This is an optimization exercise on Yosys and OpenROAD, whose aim is small area and a short achievable clock period, not a production implementation.
The flow treats the clock pin as an ideal source, which a real chip does not have.
Power is estimated from default activity; no workload was simulated.

== rev 12 ==
## mips_ex
module mips_ex (
    input wire clk,
    input wire rst_n,
    input wire [32-1:0] id2ex_rs,
    input wire [32-1:0] id2ex_rt,
    input wire [32-1:0] id2ex_imm,
    input wire [32-1:0] id2ex_pc_incr,
    input wire [0+2-1+1+1-1+1+1-1+1+1-1+1+1-1+1+1-1+1+1-1+1+1-1+1+1-1+1+1-1+1+1-1+1+1-1+1+1-1+1+1-1+1+1-1+1+1-1+1+1-1+1-1:0] id2ex_dec_info,
    input wire [5-1:0] id2ex_rd_idx,
    input wire id2ex_rd_wen,
    output wire ex2mem_mem_read,
    output wire ex2mem_mem_write,
    output wire [32-1:0] ex2mem_mem_addr,
    output wire [32-1:0] ex2mem_mem_wdat,
    output wire [5-1:0] ex2mem_rd_idx,
    output wire [ 32-1:0] ex2mem_rd_wdat,
    output wire ex2mem_rd_wen
);
clock: 7.0 ns
lec_check: 0
cap_margin: 20
core_margin: 2
core_utilization: 40
slew_margin: 20
run.sh (not shown) runs the stock make flow with config.mk's settings and CLKGATE_MAP_FILE= SYNTH_SCRIPT=/design/flow/synth_recipe.tcl, a recipe that flattens the netlist after the stock synthesis.
For rev 13, these inputs were changed with respect to rev 12:
- ABC_AREA newly set to 1
==> notes.md <==
Rev 13 completed end to end with timing, DRC and antenna clean. Relative to rev 12, well tap count has decreased by 43 in rev 13. From rev 12 to rev 13 the numbers moved as follows: required arrival time at the worst endpoint has decreased; part of the power in the clock network +0.4 points.
Function was not checked in any run of this note: the RTL went through the layout flow alone.

== lane 1 ==
The RTL this note starts from:
==> flow/design.v <==
module mips_ex (
    input wire clk,
    input wire rst_n,
    input wire [32-1:0] id2ex_rs,
    input wire [32-1:0] id2ex_rt,
    input wire [32-1:0] id2ex_imm,
    input wire [32-1:0] id2ex_pc_incr,
    input wire [0+2-1+1+1-1+1+1-1+1+1-1+1+1-1+1+1-1+1+1-1+1+1-1+1+1-1+1+1-1+1+1-1+1+1-1+1+1-1+1+1-1+1+1-1+1+1-1+1+1-1+1-1:0] id2ex_dec_info,
    input wire [5-1:0] id2ex_rd_idx,
    input wire id2ex_rd_wen,
    output wire ex2mem_mem_read,
    output wire ex2mem_mem_write,
    output wire [32-1:0] ex2mem_mem_addr,
    output wire [32-1:0] ex2mem_mem_wdat,
    output wire [5-1:0] ex2mem_rd_idx,
    output wire [ 32-1:0] ex2mem_rd_wdat,
    output wire ex2mem_rd_wen
);
wire [17:0] di = id2ex_dec_info;
wire alu = di[1:0] == 2'd0;
wire agu = di[1:0] == 2'd1;
wire bjp = di[1:0] == 2'd2;
wire op_add  = di[2] | di[3] | di[4] | di[5];
wire op_sub  = di[4] | di[5] | di[13] | di[14];
wire op_and  = di[6];
wire op_or   = di[7];
wire op_xor  = di[8];
wire op_nor  = di[9];
wire op_sll  = di[10];
wire op_srl  = di[11];
wire op_sra  = di[12];
wire op_slt  = di[13];
wire op_sltu = di[14];
wire op_lui  = di[15];
wire op_any  = |di[15:2];
wire [31:0] a = (alu & di[17]) ? id2ex_pc_incr : id2ex_rs;
wire [31:0] b = (agu | alu & di[16]) ? id2ex_imm : id2ex_rt;
wire        sub = alu & op_sub;
wire [31:0] bb  = b ^ {32{sub}};
wire [31:0] p   = a ^ bb;
wire [31:0] g   = a & bb;
wire [32*6-1:0] gk;
wire [32*6-1:0] pk;
assign gk[31:0] = {g[31:1], g[0] | p[0] & sub};
assign pk[31:0] = p;
genvar i, l;
generate
    for (l = 0; l < 5; l = l + 1) begin : g_lvl
        for (i = 0; i < 32; i = i + 1) begin : g_bit
            if ((i >> l) & 1) begin : g_op
                localparam integer J = ((i >> l) << l) - 1;
                assign gk[32*(l+1)+i] = gk[32*l+i] | pk[32*l+i] & gk[32*l+J];
                assign pk[32*(l+1)+i] = pk[32*l+i] & pk[32*l+J];
            end else begin : g_pass
                assign gk[32*(l+1)+i] = gk[32*l+i];
                assign pk[32*(l+1)+i] = pk[32*l+i];
            end
        end
    end
endgenerate
wire [32:0] c   = {gk[32*5+31:32*5], sub};
wire [31:0] sum = p ^ c[31:0];
wire        cout = c[32];
wire lt = cout ^ (op_slt ? p[31] : 1'b1);
wire [4:0]  sh = b[4:0];
wire [31:0] a_rev;
generate
    for (i = 0; i < 32; i = i + 1) begin : g_rev_in
        assign a_rev[i] = a[31-i];
    end
endgenerate
wire [31:0] sx   = op_sll ? a_rev : a;
wire        fill = op_sra & a[31];
wire [31:0] sr   = $signed({fill, sx}) >>> sh;
wire [31:0] sl;
generate
    for (i = 0; i < 32; i = i + 1) begin : g_rev_out
        assign sl[i] = sr[31-i];
    end
endgenerate
wire sel_sum = ~alu | op_add;
wire sel_and = alu & op_and;
wire sel_or  = alu & op_or;
wire sel_xor = alu & op_xor;
wire sel_nor = alu & op_nor;
wire sel_sl  = alu & op_sll;
wire sel_sr  = alu & (op_srl | op_sra);
wire sel_lt  = alu & (op_slt | op_sltu);
wire sel_lui = alu & op_lui;
wire [31:0] res =
    {32{sel_sum}} & sum |
    {32{sel_and}} & g |
    {32{sel_or }} & (p | g) |
    {32{sel_xor}} & p |
    {32{sel_nor}} & ~(p | g) |
    {32{sel_sl }} & sl |
    {32{sel_sr }} & sr |
    {32{sel_lui}} & b |
    {31'd0, sel_lt & lt};
wire addr_v = agu & (di[2] | di[3]);
wire rd_v   = alu & id2ex_rd_wen & op_any | bjp & (di[5] | di[6]);
reg [31:0] res_n_q;   
reg [31:0] rt_q;
reg        addr_n_q, rd_n_q;   
reg        wdat_v_q;
reg        mem_read_q, mem_write_q, rd_wen_q;
reg [4:0]  rd_idx_q;
always @(posedge clk) begin
    res_n_q <= ~res;
    rt_q  <= id2ex_rt;
end
always @(posedge clk) begin
    if (~rst_n) begin
        addr_n_q    <= 1'b1;
        wdat_v_q    <= 1'b0;
        rd_n_q      <= 1'b1;
        mem_read_q  <= 1'b0;
        mem_write_q <= 1'b0;
        rd_wen_q    <= 1'b0;
        rd_idx_q    <= 5'd0;
    end else begin
        addr_n_q    <= ~addr_v;
        wdat_v_q    <= agu;
        rd_n_q      <= ~rd_v;
        mem_read_q  <= agu & di[2];
        mem_write_q <= agu & di[3];
        rd_wen_q    <= id2ex_rd_wen;
        rd_idx_q    <= id2ex_rd_idx;
    end
end
assign ex2mem_mem_read  = mem_read_q;
assign ex2mem_mem_write = mem_write_q;
assign ex2mem_mem_addr  = ~(res_n_q | {32{addr_n_q}});
assign ex2mem_mem_wdat  = rt_q & {32{wdat_v_q}};
assign ex2mem_rd_idx    = rd_idx_q;
assign ex2mem_rd_wdat   = ~(res_n_q | {32{rd_n_q}});
assign ex2mem_rd_wen    = rd_wen_q;
endmodule  
Settings: LEC_CHECK=0, CAP_MARGIN=20, CORE_MARGIN=5, CORE_UTILIZATION=40, SETUP_SLACK_MARGIN=3.2, SLEW_MARGIN=20; clock period 7.0 ns.
standard.sh (not shown) runs the stock make flow with config.mk's settings and CLKGATE_MAP_FILE= SYNTH_SCRIPT=/design/flow/synth_recipe.tcl, a recipe that flattens the netlist after the stock synthesis.
==> flow/flow/run.sh <==
#!/bin/bash
# Own layout flow. It is the standard flow (standard.sh) with two changes:
#  1. After the standard synthesis, the combinational logic is mapped again
#     with ABC using flow/remap.abc. The flip-flops are kept as they are
#     (same instances, names and cells). The new netlist is proved equivalent
#     to the standard one before it is used.
#  2. The input and output ports are buffered with sky130_fd_sc_hd__buf_1
#     instead of the delay buffer that buffer_ports picks by default.
# Each tool's output goes to a log of its own in the work folder.
set -euo pipefail
W=$(pwd)
F=$W/flow
export BUFFER_PORTS_ARGS="-buffer_cell sky130_fd_sc_hd__buf_1"

bash standard.sh synth > 1_synth_standard.log 2>&1

R=$W/orfs/results/$FLOW_PLATFORM/mips_ex/base
L=$W/orfs/logs/$FLOW_PLATFORM/mips_ex/base
LIB=$(ls $FLOW_HOME/platforms/$FLOW_PLATFORM/lib/sky130_fd_sc_hd__tt_025C_1v80.lib)
YOSYS=$(command -v yosys || echo $FLOW_HOME/../tools/install/yosys/bin/yosys)
DU=$(grep -o -- "-dont_use [A-Za-z0-9_]*" $L/1_2_yosys.log | sort -u | tr '\n' ' ')
cp $R/1_2_yosys.v $W/standard_netlist.v

$YOSYS -p "
read_liberty -ignore_miss_func $LIB;
read_verilog $W/standard_netlist.v;
hierarchy -top $FLOW_TOP;
blackbox sky130_fd_sc_hd__df* sky130_fd_sc_hd__edf* sky130_fd_sc_hd__sdf* sky130_fd_sc_hd__sedf* sky130_fd_sc_hd__dl*;
flatten;
opt_clean;
abc -liberty $LIB $DU -script $F/remap.abc;
setundef -zero;
splitnets;
opt_clean -purge;
hilomap -singleton -hicell sky130_fd_sc_hd__conb_1 HI -locell sky130_fd_sc_hd__conb_1 LO;
insbuf -buf sky130_fd_sc_hd__buf_4 A X;
stat -liberty $LIB;
write_verilog -noattr -nohex -nodec $W/remapped_netlist.v
" > 1_remap_yosys.log 2>&1

# Prove the remapped netlist equivalent to the standard one (registers
# matched by instance name).
$YOSYS -p "
read_liberty -ignore_miss_func $LIB;
read_verilog $W/standard_netlist.v; rename $FLOW_TOP gold;
read_verilog $W/remapped_netlist.v; rename $FLOW_TOP gate;
flatten gold gate; opt_clean;
rename -hide gold/w:_* gate/w:_*;
equiv_make gold gate equiv;
hierarchy -top equiv;
equiv_simple -undef; equiv_induct -undef; equiv_status -assert
" > 1_remap_equiv.log 2>&1

cp $W/remapped_netlist.v $R/1_2_yosys.v
rm -f $R/1_synth.odb
bash standard.sh synth > 1_synth_odb.log 2>&1
bash standard.sh floorplan > 2_floorplan.log 2>&1
bash standard.sh place > 3_place.log 2>&1
bash standard.sh cts > 4_cts.log 2>&1
bash standard.sh route > 5_route.log 2>&1
bash standard.sh finish > 6_finish.log 2>&1
Other scripts of this flow, unchanged in this note and not shown: flow/flow/remap.abc
Here is what was changed in the inputs of lane 2 compared with lane 1.
Settings: SETUP_SLACK_MARGIN: 3.2 -> 2.5.
--- outcome ---
Lane 2 did not stop at any stage, and its layout met the timing, DRC and antenna checks. Lane 1 vs lane 2, capture point of the critical path: res_n_q[2]$_DFF_P_ vs res_n_q[0]$_DFF_P_. Changes observed in lane 2 relative to lane 1: total combinational power fell by 28%, top achievable clock speed fell by 9.4%, final worst-path cycle share higher. Re clock network power share: lane 1 was lower than lane 2. Lane 2 vs lane 1 — antenna cell count rose 1.
Function was not checked in any run of this note: the RTL went through the layout flow alone.

==> static timing again, ports no longer ideal <==
Ports are ideal in the flow. The routed layouts listed here were re-timed in OpenROAD.
Step 1, drivers: a clkbuf_16 drives clk and a buf_2 each remaining input, both assumed.
Step 2, shift: input delay + t, output delay - t, t = (earliest + latest rising clock arrival at the registers) / 2. This alone moves slack from input paths to output paths.
a / b / c = ideal ports / drivers / drivers and shift; a / b = the first two.
run	shift t [ns]	setup WS [ns]	clock arrival spread, ns	worst slew at a driven data input, ns	cell pins on the clock port's net
rev 12	0.417	1.073 / 1.100 / 0.683	0.022 / 0.021	0.05	1
rev 13	0.388	1.646 / 1.664 / 1.276	0.022 / 0.022	0.05	1
lane 1	0.406	2.963 / 2.934 / 2.528	0.017 / 0.018	0.17	1
lane 2	0.404	2.542 / 2.557 / 2.153	0.014 / 0.014	0.08	1
After both steps setup and hold are still met in every run listed. For lane 1, which loses most, drivers alone change the setup slack by -0.029 ns; drivers and shift together by -0.435 ns.
